Context: an optimization exercise on an open-source flow, tuned for small area. The choices shown serve that exercise and are no tape-out recipe. The RTL was checked by simulation tests, not by an equivalence proof against the original design. No activity file was given, so power comes from the tool's default toggle rates.

### design/flow/config.mk
export PLATFORM = sky130hd
export DESIGN_NAME = fpga_top
export DESIGN_NICKNAME = fpga_top
export VERILOG_FILES = /design/flow/design.v
export SDC_FILE = /design/flow/constraint.sdc
export NUM_CORES = 4
export LEC_CHECK = 0
export CAP_MARGIN = 20
export CORE_MARGIN = 2
export CORE_UTILIZATION = 40
export PLACE_DENSITY = 0.6
export SLEW_MARGIN = 20
### design/flow/constraint.sdc
create_clock -name core_clock -period 12.0 [get_ports {WF_CLK}]
set_input_delay 2.4000 -clock core_clock [delete_from_list [all_inputs] [get_ports {WF_CLK}]]
set_output_delay 2.4000 -clock core_clock [all_outputs]
set_load 0.01 [all_outputs]
### design/flow/design.v
module rising (
    input clk,
    input signal,
    output wire is_rising
);
    reg sig1, sig2, sig3;
    always @(posedge clk) begin
        sig1 <= signal;
        sig2 <= sig1;
        sig3 <= sig2;
    end
    assign is_rising = ~sig3 & sig2;
endmodule
module falling (
    input clk,
    input signal,
    output wire is_falling
);
    reg sig1, sig2, sig3;
    always @(posedge clk) begin
        sig1 <= signal;
        sig2 <= sig1;
        sig3 <= sig2;
    end
    assign is_falling = ~sig2 & sig3;
endmodule
module debouncer (
    input clk,
    input rst,  
    input signal,
    output reg stable
);
    parameter delay = 32'd16;
    reg [31:0] counter;
    always @(posedge clk) begin
        if (rst) begin
            counter <= 32'd0;
            stable <= 1'b0;
        end else begin
        counter <= (signal == stable) ? 32'd0 : (counter + 32'd1);
        stable <= (counter >= delay) ? signal : stable;
        end
    end
endmodule
module minmax4 (
    data0, data1, data2, data3,
    min, max
);
    parameter BIT_WIDTH = 16;
    input [BIT_WIDTH-1:0] data0, data1, data2, data3;
    output wire [BIT_WIDTH-1:0] min, max;
    wire [BIT_WIDTH-1:0] min01, min23, max01, max23;
    assign min01 = data0 < data1 ? data0 : data1;
    assign max01 = data0 < data1 ? data1 : data0;
    assign min23 = data2 < data3 ? data2 : data3;
    assign max23 = data2 < data3 ? data3 : data2;
    assign min = min01 < min23 ? min01 : min23;
    assign max = max01 > max23 ? max01 : max23;
endmodule
module minmax8 (
    data0, data1, data2, data3,
    data4, data5, data6, data7,
    min, max
);
    parameter BIT_WIDTH = 16;
    input [BIT_WIDTH-1:0] data0, data1, data2, data3;
    input [BIT_WIDTH-1:0] data4, data5, data6, data7;
    output wire [BIT_WIDTH-1:0] min, max;
    wire [BIT_WIDTH-1:0] min0, min1, max0, max1;
    minmax4 #(BIT_WIDTH) comp1 (data0, data1, data2, data3, min0, max0);
    minmax4 #(BIT_WIDTH) comp2 (data4, data5, data6, data7, min1, max1);
    assign min = min0 < min1 ? min0 : min1;
    assign max = max0 > max1 ? max0 : max1;
endmodule
module pwm (
    input wire clk,
    input rst,  
    input enable,
    input [15:0] timeon,
    output reg PWM
    );
    reg [15:0] timerPWM;
    always @(posedge clk)
    begin
        if (rst)
        begin
            timerPWM <= 0;
            PWM <= 0;
        end
        else if (enable)
        begin
            timerPWM <= timerPWM + 1'b1;
            if (timerPWM == 16'd16000)
            begin
                timerPWM <= 0;
                PWM <= 1'b1;
            end
            else if (timerPWM > timeon)
                PWM <= 1'b0;
        end
        else
        begin
            timerPWM <=0;
            PWM <= 0;
        end
    end
endmodule
module IRcontrol (
    input wire clk,
    input wire rst,  
    input wire [7:0] channel_sel,
    input wire ir_snsrch0, ir_snsrch1, ir_snsrch2, ir_snsrch3,
            ir_snsrch4, ir_snsrch5, ir_snsrch6, ir_snsrch7,
    output wire ir_drive0, ir_drive1, ir_drive2, ir_drive3,
            ir_drive4, ir_drive5, ir_drive6, ir_drive7,
    output wire[16:0] ttd0, ttd1, ttd2, ttd3, ttd4, ttd5, ttd6, ttd7,
    output wire ir_evenLED, ir_oddLED
    );
    wire ir_evenLED_en, ir_oddLED_en;
    pwm irevenLED (clk, rst, ir_evenLED_en, 16'd16000, ir_evenLED);
    pwm iroddLED (clk, rst, ir_oddLED_en, 16'd16000, ir_oddLED);
    IRread ch0 (clk, rst, channel_sel[0], ir_snsrch0, ir_drive0, ttd0);
    IRread ch1 (clk, rst, channel_sel[1], ir_snsrch1, ir_drive1, ttd1);
    IRread ch2 (clk, rst, channel_sel[2], ir_snsrch2, ir_drive2, ttd2);
    IRread ch3 (clk, rst, channel_sel[3], ir_snsrch3, ir_drive3, ttd3);
    IRread ch4 (clk, rst, channel_sel[4], ir_snsrch4, ir_drive4, ttd4);
    IRread ch5 (clk, rst, channel_sel[5], ir_snsrch5, ir_drive5, ttd5);
    IRread ch6 (clk, rst, channel_sel[6], ir_snsrch6, ir_drive6, ttd6);
    IRread ch7 (clk, rst, channel_sel[7], ir_snsrch7, ir_drive7, ttd7);
    assign ir_evenLED_en = channel_sel[0] | channel_sel[2] | channel_sel[4] | channel_sel[6];
    assign ir_oddLED_en = channel_sel[1] | channel_sel[3] | channel_sel[5] | channel_sel[7];
endmodule
module IRread (
    input clk, rst, enable,
    input sensor,  
    output wire sensor_drive,  
    output reg[16:0] ttd
    );
    localparam s0	= 3'b000;
    localparam s1	= 3'b001;
    localparam s2	= 3'b010;
    localparam s3	= 3'b011;
    localparam s4	= 3'b100;
    localparam s5	= 3'b101;
    reg[2:0] current_state, next_state;
    reg timer10us_en, timerttd_en, drive_sensor, writettd;
    wire[31:0] timer10us;
    wire[31:0] timerttd;
    timer ten_us_buffer 	(clk, rst, timer10us_en, 1'b0, timer10us);
    timer decay_timer	(clk, rst, timerttd_en, 1'b0, timerttd);
    always @(posedge clk)
    begin
        if (rst)
            current_state <= 0;
        else if (enable)
            current_state <= next_state;
        else
            current_state <= 0;
    end
    always @(*)
    begin
        drive_sensor 	= 0;
        timer10us_en	= 0;
        timerttd_en 	= 0;
        writettd		= 0;
        next_state = s0;
        casex(current_state)
            s0: begin
                drive_sensor 	= 0;
                timer10us_en	= 0;
                timerttd_en 	= 0;
                writettd		= 0;
                next_state = s1;
            end
            s1: begin
                drive_sensor 	= 1;
                timer10us_en	= 1;
                timerttd_en 	= 0;
                writettd		= 0;
                if (timer10us == 32'd160)
                    next_state = s2;
                else
                    next_state = s1;
            end
            s2: begin
                drive_sensor 	= 0;
                timer10us_en	= 0;
                timerttd_en 	= 1;
                writettd		= 0;
                if (sensor == 0)
                    next_state = s3;
                else
                    next_state = s2;
            end
            s3: begin
                drive_sensor 	= 0;
                timer10us_en	= 0;
                timerttd_en 	= 1;
                writettd		= 1;
                next_state = s1;
            end
        endcase
    end
    assign sensor_drive = drive_sensor;
    always @(posedge clk)
    begin
        if (rst || !enable)
        begin
            ttd <= 0;
        end
        else if (writettd)
            ttd <= timerttd[15:0];
        else
            ttd <= ttd;
    end
endmodule
module timer (
    input clk, rst, enable, stop,
    output reg[31:0] counter
    );
    always @(posedge clk)
    begin
        if (rst || !enable)
            counter <= 0;
        else if (stop)
            counter <= counter;
        else
            counter <= counter + 1;
    end
endmodule
module speedctl (
    input clk,
    input rst,  
    input enable,
    input encoder,  
    input [15:0] deg_s,  
    output wire PWM
);
parameter LOG_DIVIDER = 3;  
parameter LOG_DELTA = 3;  
localparam TICKS = 32'd16000000 >> LOG_DIVIDER;
localparam IDLE = 2'b00;
localparam COUNT = 2'b01;
localparam UPDATE = 2'b10;
reg [1:0] current_state, next_state;
reg enc1, enc2, enc3;  
wire pulse;
always @(posedge clk) begin
    if (rst) begin
        enc1 <= 1'b0;
        enc2 <= 1'b0;
        enc3 <= 1'b0;
    end else begin
    enc1 <= encoder;
    enc2 <= enc1;
    enc3 <= enc2;
    end
end
assign pulse = ~enc3 & enc2;
reg signed [15:0] speed;  
reg signed [15:0] acceleration;
reg [31:0] timer, timer_next;  
reg signed [15:0] counter, counter_next;  
wire signed [15:0] target;  
assign target = deg_s >> LOG_DIVIDER;
pwm pwm_generator(clk, rst, enable, speed, PWM);
always @(posedge clk) begin
    if (rst) begin
        current_state <= IDLE;
        speed <= 16'd0;
        timer <= 32'd0;
        counter <= 16'sd0;
    end else begin
    current_state <= next_state;
    speed <= (enable && deg_s) ? speed + acceleration : 16'd0;
    timer <= timer_next;
    counter <= counter_next;
    end
end
always @(*) begin
    acceleration = 0;
    timer_next = TICKS;
    counter_next = 0;
    next_state = IDLE;
    case (current_state)
        IDLE: begin
            next_state = enable ? COUNT : IDLE;
        end
        COUNT: begin  
            acceleration = 0;
            counter_next = counter + {15'd0, pulse};
            timer_next = timer - 32'd1;
            if (enable) begin
                next_state = (timer == 32'd0) ? UPDATE : COUNT;
            end else begin
                next_state = IDLE;
            end
        end
        UPDATE: begin  
            acceleration = (target - counter) << LOG_DELTA;
            counter_next = 0;
            timer_next = TICKS;
            next_state = enable ? COUNT : IDLE;
        end
    endcase
end
endmodule
module stepctl (
    input clk,
    input reset,  
    input rst,
    input enable,
    input encoder,  
    input [15:0] ndegs,  
    output reg motor_en
);
localparam IDLE = 4'd0;
localparam COUNTDOWN = 4'd1;
reg [3:0] state, next;
reg [15:0] counter, counter_next;
reg enc1, enc2, enc3;
wire pulse;
always @(posedge clk) begin
    if (reset) begin
        enc1 <= 1'b0;
        enc2 <= 1'b0;
        enc3 <= 1'b0;
    end else begin
    enc1 <= encoder;
    enc2 <= enc1;
    enc3 <= enc2;
    end
end
assign pulse = ~enc3 & enc2;
always @(posedge clk) begin
    state <= (rst | reset) ? IDLE : next;
    counter <= reset ? 16'd0 : counter_next;
end
always @(*) begin
    next = IDLE;
    counter_next = 16'd0;
    motor_en = 0;
    case (state)
        IDLE: begin
            next = enable ? COUNTDOWN : IDLE;
            counter_next = enable ? ndegs : 16'd0;  
            motor_en = 0;
        end
        COUNTDOWN: begin
            next = (counter != 16'd0) ? COUNTDOWN : IDLE;
            counter_next = counter - {15'd0, pulse};
            motor_en = 1;
        end
    endcase
end
endmodule
module fpga_top (
    input wire WF_CLK, WF_BUTTON,
    input wire rst,  
    input bump0, bump1, bump2, bump3, bump4, bump5,
    input wire motorL_encdr, motorR_encdr,
    input wire ir_snsrch0, ir_snsrch1, ir_snsrch2, ir_snsrch3,
            ir_snsrch4, ir_snsrch5, ir_snsrch6, ir_snsrch7,
    output wire ir_drive0, ir_drive1, ir_drive2, ir_drive3,
            ir_drive4, ir_drive5, ir_drive6, ir_drive7,
    output wire ir_evenLED, ir_oddLED,
    output wire motorL_pwm, motorR_pwm,
    output wire motorL_en, motorR_en,
    output reg motorL_dir, motorR_dir,
    output reg WF_LED
    );
    localparam INIT	            = 4'd0;
    localparam WAIT             = 4'd1;
    localparam SEARCH	        = 4'd2;
    localparam LINE_FOLLOW_1    = 4'd3;
    localparam LINE_FOLLOW_2    = 4'd4;
    localparam LINE_FOLLOW_3    = 4'd5;
    localparam TURN_RIGHT	    = 4'd6;
    localparam TURN_AROUND_1    = 4'd7;
    localparam TURN_AROUND_2    = 4'd8;
    localparam END              = 4'd9;
    localparam STEP_CTL         = 4'd15;
    reg[3:0] next_state, current_state, return_state, next_return_state;
    reg [7:0] channel_sel;
    wire [16:0] ttd0, ttd1, ttd2, ttd3, ttd4, ttd5, ttd6, ttd7;  
    wire [7:0] ir_color;  
    wire [16:0] ttd_min, ttd_max;  
    reg [19:0] threshold, thresh_next;  
    wire bump;  
    wire right, left, on_track, lost, pos_ok, goal;  
    wire on_track_raw, lost_raw, pos_ok_raw, goal_raw;
    wire [2:0] left_sum, right_sum;
    assign bump = bump0 & bump1 & bump2 & bump3 & bump4 & bump5;
    assign ir_color[0] = ttd0 > threshold;
    assign ir_color[1] = ttd1 > threshold;
    assign ir_color[2] = ttd2 > threshold;
    assign ir_color[3] = ttd3 > threshold;
    assign ir_color[4] = ttd4 > threshold;
    assign ir_color[5] = ttd5 > threshold;
    assign ir_color[6] = ttd6 > threshold;
    assign ir_color[7] = ttd7 > threshold;
    assign on_track_raw = ir_color[3] | ir_color[4];  
    assign right = ir_color[3:0] == 4'b1111;  
    assign left = ir_color[7:4] == 4'b1111;  
    assign lost_raw = ir_color == 8'h00;  
    assign pos_ok_raw = (ir_color[3] | ir_color[4]) &
                    (ir_color[7:5] == {ir_color[0], ir_color[1], ir_color[2]});
    assign goal_raw = ir_color[0] & ir_color[7] & (~&ir_color);
    assign left_sum = {2'd0, ir_color[7]} + {2'd0, ir_color[6]}
                    + {2'd0, ir_color[5]} + {2'd0, ir_color[4]};
    assign right_sum = {2'd0, ir_color[0]} + {2'd0, ir_color[1]}
                     + {2'd0, ir_color[2]} + {2'd0, ir_color[3]};
    reg driver_sel;  
    wire driverL0_en, driverR0_en;
    wire driverL1_en, driverR1_en;
    reg speedctl_en;  
    reg stepctl_en;  
    wire step_done;  
    reg [15:0] degreeL, degreeR;
    reg [15:0] speedL, speedR, speedL_reg, speedR_reg;
    reg motorL_dir_reg, motorR_dir_reg;
    assign motorL_en = driver_sel ? driverL1_en : driverL0_en;
    assign motorR_en = driver_sel ? driverR1_en : driverR0_en;
    assign driverL0_en = speedctl_en;
    assign driverR0_en = speedctl_en;
    assign step_done = ~(driverL1_en | driverR1_en);
    reg [31:0] blink_cnt;
    debouncer #(32'd160000) db1 (WF_CLK, rst, on_track_raw, on_track);
    debouncer #(32'd160000) db2 (WF_CLK, rst, lost_raw, lost);
    debouncer #(32'd160000) db3 (WF_CLK, rst, pos_ok_raw, pos_ok);
    debouncer #(32'd160000)  db4 (WF_CLK, rst, goal_raw, goal);
    minmax8 #(17) comp (
        ttd0, ttd1, ttd2, ttd3, ttd4, ttd5, ttd6, ttd7, ttd_min, ttd_max
    );
    IRcontrol QRTX8ch (
        WF_CLK, rst, channel_sel,
        ir_snsrch0, ir_snsrch1, ir_snsrch2, ir_snsrch3,
        ir_snsrch4, ir_snsrch5, ir_snsrch6, ir_snsrch7,
        ir_drive0, ir_drive1, ir_drive2, ir_drive3,
        ir_drive4, ir_drive5, ir_drive6, ir_drive7,
        ttd0, ttd1, ttd2, ttd3, ttd4, ttd5, ttd6, ttd7,
        ir_evenLED, ir_oddLED
    );
    speedctl speedctlL(WF_CLK, rst, motorL_en, motorL_encdr, speedL, motorL_pwm);
    speedctl speedctlR(WF_CLK, rst, motorR_en, motorR_encdr, speedR, motorR_pwm);
    stepctl stepL(
        WF_CLK, rst, ~bump, stepctl_en, motorL_encdr, degreeL, driverL1_en
    );
    stepctl stepR(
        WF_CLK, rst, ~bump, stepctl_en, motorR_encdr, degreeR, driverR1_en
    );
    always @(posedge WF_CLK) begin
        if (rst) begin
            current_state <= INIT;
            return_state <= INIT;
            threshold <= 20'd0;
            speedL_reg <= 16'd0;
            speedR_reg <= 16'd0;
            motorL_dir_reg <= 1'b0;
            motorR_dir_reg <= 1'b0;
            blink_cnt <= 32'd0;
        end else begin
        current_state <= next_state;
        return_state <= next_return_state;
        threshold <= thresh_next;
        speedL_reg <= speedL;
        speedR_reg <= speedR;
        motorL_dir_reg <= motorL_dir;
        motorR_dir_reg <= motorR_dir;
        blink_cnt <= blink_cnt + 1;
        end
    end
    always @(*)
    begin
        channel_sel	= 8'hFF;
        thresh_next = threshold;
        next_state = INIT;
        next_return_state = return_state;
        WF_LED = 1;
        driver_sel = 0;
        speedctl_en = 0;
        stepctl_en = 0;
        degreeL = 0;
        degreeR = 0;
        motorL_dir = motorL_dir_reg;
        motorR_dir = motorR_dir_reg;
        speedL = speedL_reg;
        speedR = speedR_reg;
        casex(current_state)
            INIT: begin
                WF_LED = 0;
                motorL_dir = 0;
                motorR_dir = 0;
                speedL = 0;
                speedR = 0;
                if (~bump) begin
                    next_state = WAIT;
                    thresh_next = ({3'd0, ttd_min} + {3'd0, ttd_min}
                                + {3'd0, ttd_min} + {3'd0, ttd_max}) >> 2;
                end
                else begin
                    next_state = INIT;
                end
            end
            WAIT: begin
                motorL_dir = 0;
                motorR_dir = 0;
                speedL = 0;
                speedR = 0;
                next_state = WF_BUTTON ? WAIT : SEARCH;
            end
            SEARCH: begin
                driver_sel = 0;
                speedctl_en = 1;
                motorL_dir = 0;
                motorR_dir = 0;
                speedL = 16'd180;
                speedR = 16'd180;
                if (on_track) begin  
                    next_state = LINE_FOLLOW_1;
                end
                else next_state = SEARCH;
            end
            LINE_FOLLOW_1: begin
                driver_sel = 0;
                speedctl_en = 1;
                motorL_dir = 0;
                motorR_dir = 0;
                speedL = 16'd180;
                speedR = 16'd180;
                if (goal) begin
                    next_state = END;
                end else if (right) begin  
                    next_state = TURN_RIGHT;
                end else if (left) begin  
                    next_state = LINE_FOLLOW_1;
                end else if (pos_ok) begin
                    next_state = LINE_FOLLOW_1;
                end else if (~lost) begin  
                    next_state = LINE_FOLLOW_2;
                end else begin  
                    next_state = TURN_AROUND_1;
                end
            end
            LINE_FOLLOW_2: begin
                driver_sel = 0;
                speedctl_en = 1;
                speedL = 16'd180;
                speedR = 16'd180;
                if (left_sum > right_sum) begin  
                    motorL_dir = 1;
                    motorR_dir = 0;
                end else begin  
                    motorL_dir = 0;
                    motorR_dir = 1;
                end
                if (left_sum == right_sum) begin  
                    next_state = LINE_FOLLOW_1;
                end else begin
                    next_state = LINE_FOLLOW_2;
                end
            end
            TURN_RIGHT: begin
                driver_sel = 1;
                motorL_dir = 0;
                motorR_dir = 1;
                speedL = 16'd360;
                speedR = 16'd180;
                stepctl_en = 1;
                degreeL = 16'd240;
                degreeR = 16'd120;
                next_state = STEP_CTL;
                next_return_state = LINE_FOLLOW_1;
            end
            TURN_AROUND_1: begin
                driver_sel = 1;
                motorL_dir = 0;
                motorR_dir = 1;
                speedL = 16'd180;
                speedR = 16'd180;
                stepctl_en = 1;
                degreeL = 16'd360;
                degreeR = 16'd360;
                next_state = STEP_CTL;
                next_return_state = TURN_AROUND_2;
            end
            TURN_AROUND_2:  begin
                driver_sel = 0;
                speedctl_en = 1;
                motorL_dir = 1;
                motorR_dir = 1;
                speedL = 16'd180;
                speedR = 16'd180;
                next_state = lost ? SEARCH : TURN_AROUND_2;
            end
            STEP_CTL: begin
                driver_sel = 1;
                next_state = step_done ? return_state : STEP_CTL;
            end
            END: begin
                motorL_dir = 0;
                motorR_dir = 0;
                speedL = 0;
                speedR = 0;
                WF_LED = blink_cnt[23];
                next_state = END;  
            end
        endcase
        if (~bump) next_state = WAIT;
    end
endmodule
### design/flow/run.sh
#!/bin/bash
# synth_recipe.tcl (not shown) runs the flow's synth.tcl, then flattens the netlist and writes it again
# the make line also repeats each setting of config.mk as NAME=value (left out here)
make -C /OpenROAD-flow-scripts/flow DESIGN_CONFIG=/design/flow/config.mk WORK_HOME=/design/flow/orfs CLKGATE_MAP_FILE= SYNTH_SCRIPT=/design/flow/synth_recipe.tcl finish
==> impl_summary.txt <==
----------------------------------------------------
[Run status]
  Status ... finished clean

[Drt]
  Via count of the routed design ... 42400
  Count of TritonRoute iterations in the first routing pass ... 6
  Number of DRC violations after detailed-routing iteration 0 ... 2316
  Detailed-route wire length ... 127000 um
  Number of DRC violations after detailed routing ... 0
  Number of nets with antenna violations after detailed routing ... 0
  Via count normalized by instance count ... 5.18
  Average wire per standard cell ... 15.5 um

[Global route]
  Routing layer with the top usage in global route ... met2
  Met1 demand-to-capacity share in global routing ... 25.5%
  Number of global-route vias before repair ... 39700
  Final global-route overflow total ... 0
  Global routing usage on met2 ... 29.2%
  Largest net degree at the start of global routing ... 84
  First-pass GRT wire length ... 207000 um
  Total routing usage reported by global routing ... 18.4%
  Global-route met3 utilization ... 2.43%
  Number of antenna violations at the first check in global routing ... 0

[Setup path]
  Path type of the worst setup path ... flop to flop
  Type of element capturing the critical path ... flop
  Critical path data required time ... 12580 ps
  Worst EP arrival ... 11300 ps
  Critical path startpoint category ... flop
  Crit path buffers/inverters ... 3
  Most repeated library cell on the critical path ... a21oi_1
  Kind of cell adding the most delay to the critical path ... compound AO/OA/AOI/OAI gates
  Highest cell delay on the worst timing path ... 720 ps
  Highest fanout seen on the critical path ... 30
  Critical-path cell with the highest stage delay ... nand2_1

[STA]
  Worst Hold Margin ... 437 ps
  Unrepaired setup endpoints after global routing ... no
  Maximum clock skew at final layout ... 68.4 ps
  Hold Vio Cnt, Final ... 0
  Slew @ Worst Pin ... 1190 ps
  Number of max-slew violations in the final report ... 0
  Final sum of negative setup slack ... 0 ps
  Number of setup violations in the final report ... 0
  Min Clock Period, post-route ... 10720 ps
  Worst slew slack as a fraction of its limit ... 20.5%
  Max Clock Freq ... 93.3 MHz
  Tcrit/Tclk final ... 89.3%

[Floorplan]
  Effective utilization at floorplan ... 40.4%
  Total core area ... 132000 um2
  Vertical die dimension ... 368 um
  Num ports ... 36
  Total number of placement rows ... 133
  Die Width ... 368 um
  Die Outline Area ... 136000 um2

[Yosys]
  Most instantiated cells after synthesis ... nor2_1, dfxtp_1, ha_1
  Share of the synthesized netlist area taken by xor and xnor gates ... 10.6%
  Cell type with the largest total area after synthesis ... dfxtp_1
  Syn Nets ... 6866
  Adder-Cell Fraction of Synth Area ... 11.5%
  Mapped cell area ... 53100 um2
  Number of standard cells after synthesis ... 6371
  Number of unique standard cell types used by synthesis ... 81
  Sequential cell area fraction in the yosys report ... 36.5%
  Simple logic cell fraction of the synthesized area ... 23.6%
  Largest family of logic cells by synthesized area ... simple AND/OR/NAND/NOR gates
  Synth Area in Compound Gates ... 8.94%
  Number of synthesized flops with an enable pin ... 0
  Proportion of netlist area held by the largest area contributor ... 36.5%
  Mux share of post-synthesis cell area ... 4.57%
  Mean post-synth cell area ... 8.34 um2
  Dominant register cell in the synthesized netlist ... dfxtp_1
  Count of warnings emitted by yosys ... 7
  Number of synthesized register bits ... 968
  Cell types occupying the most area after synthesis ... dfxtp_1, ha_1, nor2_1
  Fraction of registers with async set or reset after synthesis ... 0%
  Most numerous cell in the Yosys netlist ... nor2_1

[Pwr]
  LEAKAGE ... 23.0 nW
  Total power divided by cell area ... 118 nW/um2
  Peak supply drop ... 120 uV

[Clock network]
  Clock buffer depth ... 3
  Clock transition at path regs ... 60 ps
  Inserted Clock Buffers ... 108
  Clock tree from TritonCTS ... built
  Post-cts resize count ... 0
  H-tree depth ... 3
  Cts hold-fix bufs ... 0
  Setup Fix Bufs, Post-CTS ... 0
  Latest clock arrival within the worst-skew pair ... 750 ps
  Root buffer cell ... clkbuf_16
  Count of clock tree sinks ... 968

[Placement]
  Port Buffers ... 35
  Routability-driven placement congestion ratio ... 0.931
  Detailed placer's ending HPWL ... 91900 um

[Final layout]
  Layout cell share with drive strength beyond 1 ... 4.35%
  NumNets Final ... 6846
  Area growth from synthesis to final layout ... 11.1%

[Min path]
  Worst Hold Class ... flop to flop

[Job]
  Max Cap Viol ... 0

----------------------------------------------------
placed cells by master (no fill, tap or decap), types with 18 or more instances in the layout:
cell type,count
inv_1,401
or3_1,72
mux2_2,19
and4_1,31
nor2b_1,60
nand2b_1,22
and3_1,212
nor4b_1,23
a21oi_1,327
nor4_1,95
xor2_1,414
mux2i_1,218
nor2_1,1044
clkdlybuf4s50_1,34
xnor2_1,226
a211oi_1,24
clkbuf_8,27
buf_4,41
fa_1,22
nand4_1,124
nand3_1,337
ha_1,454
a31oi_1,18
clkbuf_1,26
o21a_1,51
clkbuf_16,109
nor3_1,141
nand2_1,386
a21o_1,48
dfxtp_1,968
o21ai_0,188
and2_1,48
path summary, 6_finish.rpt:
kind	from	endpoint	slack [ps]	cells after the start
setup / recovery	QRTX8ch.ch5.ttd[15]	threshold[15]	1280	41
hold / removal	blink_cnt[0]	blink_cnt[0]	440	1
setup reg to reg	QRTX8ch.ch5.ttd[15]	threshold[15]	1280	41
hold reg to reg	blink_cnt[0]	blink_cnt[0]	440	1
where the power goes:
group	total, mW	leakage, nW	switching (mW)	internal (mW)
Sequential	3.24	7.81	0.0133	3.23
Combinational	0.239	13.3	0.155	0.0833
Clock	3.48	1.83	1.41	2.06
routing by layer:
metal  wire (um)  vias up
li1            -    21800
met1       62800    19800
met2       55500      635
met3        4830      187
met4        3870        0
met5           0        -
through the flow:
step | power, mW | utilization (%) | std cells | instance area, um2 | setup WS [ps]
2_1_floorplan | 3.47 | - | 6371 | 53100 | 2350
3_3_place_gp | 3.54 | 41.9 | 7990 | 55200 | 1360
3_5_place_dp | 3.55 | 41.9 | 7990 | 55200 | 1240
4_1_cts | 7.06 | 44.8 | 8190 | 59000 | 1190
5_1_grt | 7.21 | 44.9 | 8196 | 59100 | 549
6_report | 6.95 | 44.9 | 8197 | 59100 | 1280
logic make-up (layout without fill, tap and decap cells):
logic type / after synthesis / in the layout
flops: 968 / 968
other cells: 0 / 1
mux: 239 / 239
xor+xnor: 641 / 641
compound gates: 792 / 792
simple gates: 2640 / 2640
buf+inv: 614 / 684
fa+ha+maj: 477 / 477
worst reg2reg max path, delay by kind of cell, from the launching register on:
family / cells / cell delay [ps]
AOI/OAI and AO/OA: 21 / 5040
and+or+nand+nor: 10 / 2300
adders and majority gates: 5 / 1780
muxes: 2 / 810
DFF: 1 / 380
buffers and inverters: 3 / 260
final cells by class:
| cell class | instances | area (um2) |
|---|---|---|
| Antenna cell | 1 | 2.50 |
| Clock buffer | 162 | 3200 |
| Clock inverter | 38 | 556 |
| Fill cell | 12900 | 72600 |
| Inverter | 402 | 1510 |
| Multi-Input combinational cell | 4789 | 31500 |
| Sequential cell | 968 | 19400 |
| Tap cell | 1755 | 2200 |
| Timing Repair Buffer | 82 | 749 |

[port drivers added, routing unchanged]
How much do the figures lean on ideal ports? The routed layout below was timed once more, with nothing changed but the port constraints. Step 1, drivers: a clkbuf_16 drives WF_CLK and a buf_2 each remaining input, both assumed. Step 2, shift: input delay + t, output delay - t, t = (earliest + latest rising clock arrival at the registers) / 2. This alone moves slack from input paths to output paths. a / b / c = ideal / step 1 / step 2; a / b = the first two.
t, ns: 0.798
slack for setup (ns): 1.281 / 1.281 / 1.281
hold WS [ns]: 0.437 / 0.437 / 0.437
worst setup path after step 2: register to register
pins driven straight from the clock port: 1
After both steps setup and hold are still met in this run. For this run, drivers alone change the setup slack by 0.000 ns; drivers and shift together by 0.000 ns.
